What follows belongs to an exercise in optimizing a design on an open flow for small area; a production flow would make more cautious choices. Function was checked by simulation only, so behaviour that the tests miss may differ from the original. Power figures rest on the tool's default switching activity, not on a simulated workload.

## JK
==> module LCDTestor, before the edit <==
module LCDTestor
(
	clk,rst_n,key_in,
	vga_r,vga_g,vga_b,
	vga_hsy,vga_vsy,vga_clk,vga_de,
	led,led1
);
input clk;
input rst_n, key_in;
output [7:0] vga_r;
output [7:0] vga_g;
output [7:0] vga_b;
output vga_hsy, vga_vsy;
output vga_clk, vga_de;
output reg led;
output reg led1;
reg [3:0] sw;		 
wire run = ~&sw;
reg [23:0] cq;		 
localparam [23:0] CPOL = 24'haaaaaa;
wire [23:0] cyc = run ? (cq ^ CPOL) : 24'd1;
wire cyc_z = ~|cyc[22:0];
always @(posedge clk)
	cq <= {cyc[22:0], cyc[23]^cyc[22]^cyc[21]^cyc[16]^cyc_z} ^ CPOL;
always @(posedge clk or negedge rst_n)
	if (!rst_n) led1 <= 1'b0;
	else if (cyc_z & ~cyc[23]) led1 <= ~led1;
localparam [31:0] T0  = 32'hc6f68ac0;
localparam [31:0] POL = 32'haaaaaaaa;
reg key_now, key_pre;
wire key_neg = ~key_now & key_pre;
reg [31:0] tq;
wire [31:0] tb = run ? (tq ^ POL) : T0;
wire t_z = ~|tb[30:0];
wire t_fb = tb[31]^tb[21]^tb[1]^tb[0]^t_z;
reg ko, ko_d;
always @(posedge clk)
	ko_d <= ko;
always @(posedge clk)
	tq <= key_neg ? (T0 ^ POL) : ({tb[30:0], t_fb} ^ POL);
always @(posedge clk or negedge rst_n)
	if (!rst_n) begin
		key_now <= 1'b1;
		key_pre <= 1'b1;
		ko <= 1'b0;
		led <= 1'b1;
		sw <= 4'd15;
	end else begin
		key_now <= key_in;
		key_pre <= key_now;
		ko <= t_z & ~tb[31] & ~key_in;
		if (ko) led <= ~led;
		if (ko_d | ~run) sw <= (sw == 4'd8) ? 4'd0 : sw + 4'd1;
	end
reg [11:0] r;
reg [9:0] v;
reg [1:0] band;		 
wire [12:0] r_inc = {1'b0, r} + 13'd1;
wire line_end = (r == 12'd1454);
wire v_last = v[9] & v[8] & v[5] & v[2] & v[0];	 
wire v_act = (v >= 10'd35) && (v < 10'd635);
wire [1:0] v_band = (v < 10'd185) ? 2'd0 : (v < 10'd335) ? 2'd1 : (v < 10'd485) ? 2'd2 : 2'd3;
always @(posedge clk or negedge rst_n)
	if (!rst_n) begin
		r <= 12'd1454;
		v <= 10'd805;
	end else begin
		r <= r_inc[11:0] | (r_inc[12] ? 12'd1408 : 12'd0);
		if (line_end) v <= v_last ? 10'd0 : v + 10'd1;
	end
always @(posedge clk)
	if (r == 12'd2047 && v_act) band <= v_band;
assign vga_clk = r[0];
assign vga_hsy = (r >= 12'd1455) && (r <= 12'd1726);
assign vga_vsy = (v < 10'd6);
assign vga_de  = r_inc[11] & v_act;
wire ld = r[11] & v_act;
wire [7:0] xv = ld ? r[10:3] : 8'hff;
wire [7:0] gv = {band, (ld ? r[10:8] : 3'b111), 3'b000};
reg [7:0] vr, vg, vb;
always @* begin
	case (sw)
	4'd0: begin vr = 8'hff; vg = 8'h00; vb = 8'h00; end
	4'd1: begin vr = 8'h00; vg = 8'hff; vb = 8'h00; end
	4'd2: begin vr = 8'h00; vg = 8'h00; vb = 8'hff; end
	4'd4: begin vr = 8'hff; vg = 8'hff; vb = 8'hff; end
	4'd5: begin vr = xv;    vg = 8'h00; vb = 8'h00; end
	4'd6: begin vr = 8'h00; vg = xv;    vb = 8'h00; end
	4'd7: begin vr = 8'h00; vg = 8'h00; vb = xv;    end
	4'd8: begin vr = gv;    vg = gv;    vb = gv;    end
	default: begin vr = 8'h00; vg = 8'h00; vb = 8'h00; end
	endcase
end
assign vga_r = vr;
assign vga_g = vg;
assign vga_b = vb;
endmodule
clock: 8.0 ns
lec_check: 0
cap_margin: 20
core_margin: 2
core_utilization: 40
slew_margin: 20
standard.sh (not shown) runs the stock make flow with config.mk's settings and CLKGATE_MAP_FILE= SYNTH_SCRIPT=/design/flow/synth_recipe.tcl, a recipe that flattens the netlist after the stock synthesis.
==> flow/flow/run.sh <==
#!/bin/bash
# The standard layout (standard.sh), with these changes:
#  - synthesis is synth_recipe.tcl unchanged, except that yosys's abc runs
#    flow/abc_deep.script (area-oriented) instead of ORFS's speed script;
#  - port buffers are buf_1 instead of the buffer buffer_ports picks;
#  - CTS inserts no dummy loads.
# make's output goes to standard.log; ORFS writes each step's log under orfs/logs.
set -euo pipefail
export FLOW_FLOW_DIR=$PWD/flow
cat flow/abc_override.tcl synth_recipe.tcl > my_synth.tcl
export BUFFER_PORTS_ARGS="-buffer_cell sky130_fd_sc_hd__buf_1"
export CTS_ARGS="-sink_clustering_enable -repair_clock_nets -dont_use_dummy_load"
bash standard.sh SYNTH_SCRIPT=$PWD/my_synth.tcl finish > standard.log 2>&1
==> flow/flow/abc_deep.script <==
strash
&get -n
&deepsyn -J 200 -S 1
&put
dch -f
map -a
topo
==> flow/flow/abc_override.tcl <==
# Prepended to synth_recipe.tcl: run yosys's abc with flow/abc_deep.script
# (an area-oriented ABC script) in place of the script ORFS picks.
proc abc {args} {
  set i [lsearch -exact $args -script]
  if {$i >= 0} {
    set args [lreplace $args $i [expr {$i + 1}] -script $::env(FLOW_FLOW_DIR)/abc_deep.script]
  }
  yosys abc {*}$args
}
Edits applied to the flow inputs when going from JK to MS:
diff --git a/flow/design.v b/flow/design.v
--- a/flow/design.v
+++ b/flow/design.v
@@ -15,6 +15,5 @@
 output reg led;
 output reg led1;
-reg [3:0] sw;		 
-wire run = ~&sw;
+reg run;
 reg [23:0] cq;		 
 localparam [23:0] CPOL = 24'haaaaaa;
@@ -35,21 +34,24 @@
 wire t_fb = tb[31]^tb[21]^tb[1]^tb[0]^t_z;
 reg ko, ko_d;
-always @(posedge clk)
-	ko_d <= ko;
+reg [3:0] sw;		 
 always @(posedge clk)
 	tq <= key_neg ? (T0 ^ POL) : ({tb[30:0], t_fb} ^ POL);
 always @(posedge clk or negedge rst_n)
 	if (!rst_n) begin
+		run <= 1'b0;
 		key_now <= 1'b1;
 		key_pre <= 1'b1;
 		ko <= 1'b0;
+		ko_d <= 1'b0;
 		led <= 1'b1;
 		sw <= 4'd15;
 	end else begin
+		run <= 1'b1;
 		key_now <= key_in;
 		key_pre <= key_now;
 		ko <= t_z & ~tb[31] & ~key_in;
+		ko_d <= ko;
 		if (ko) led <= ~led;
-		if (ko_d | ~run) sw <= (sw == 4'd8) ? 4'd0 : sw + 4'd1;
+		if (ko_d | (&sw)) sw <= (sw == 4'd8) ? 4'd0 : sw + 4'd1;
 	end
 reg [11:0] r;
## What came out
- A timing startpoint of the critical path of v[3]$_DFFE_PN0N_ is what MS shows, while v[0]$_DFFE_PN1N_ belongs to JK.
- Of MS and JK, the run reporting the lower largest driver fanout on the critical path was JK.
- As far as global-route usage is concerned, MS and JK perform about the same.
- Relative to JK, the wire length on met2 of MS is higher by about 4%.
- Changes observed in MS relative to JK: worst setup slack has increased, share of post-route cells with drive strength above 1 has increased.
- Power after layout in MS is 2.6% lower than in JK

-- what the ideal ports hide --
In the flow no input, the clock included, has a driving cell. The finished layouts below were timed again as built, in two steps.
Step 1: set_driving_cell puts a clkbuf_16 on clk and a buf_2 on each other input, an assumption about the parent block.
Step 2, shift: input delay + t, output delay - t, t = (earliest + latest rising clock arrival at the registers) / 2. This alone moves slack from input paths to output paths.
a / b / c = ideal / step 1 / step 2; a / b = the first two.
run | t (ns) | setup slack, ns | hold WS [ns] | worst setup path after step 2 | pins driven straight from the clock port
JK | 0.371 | 3.564 / 3.533 / 3.905 | 0.376 / 0.376 / 0.376 | register to output | 1
MS | 0.361 | 3.854 / 3.824 / 4.185 | 0.369 / 0.369 / 0.369 | register to output | 1
After both steps every run listed still meets setup and hold.
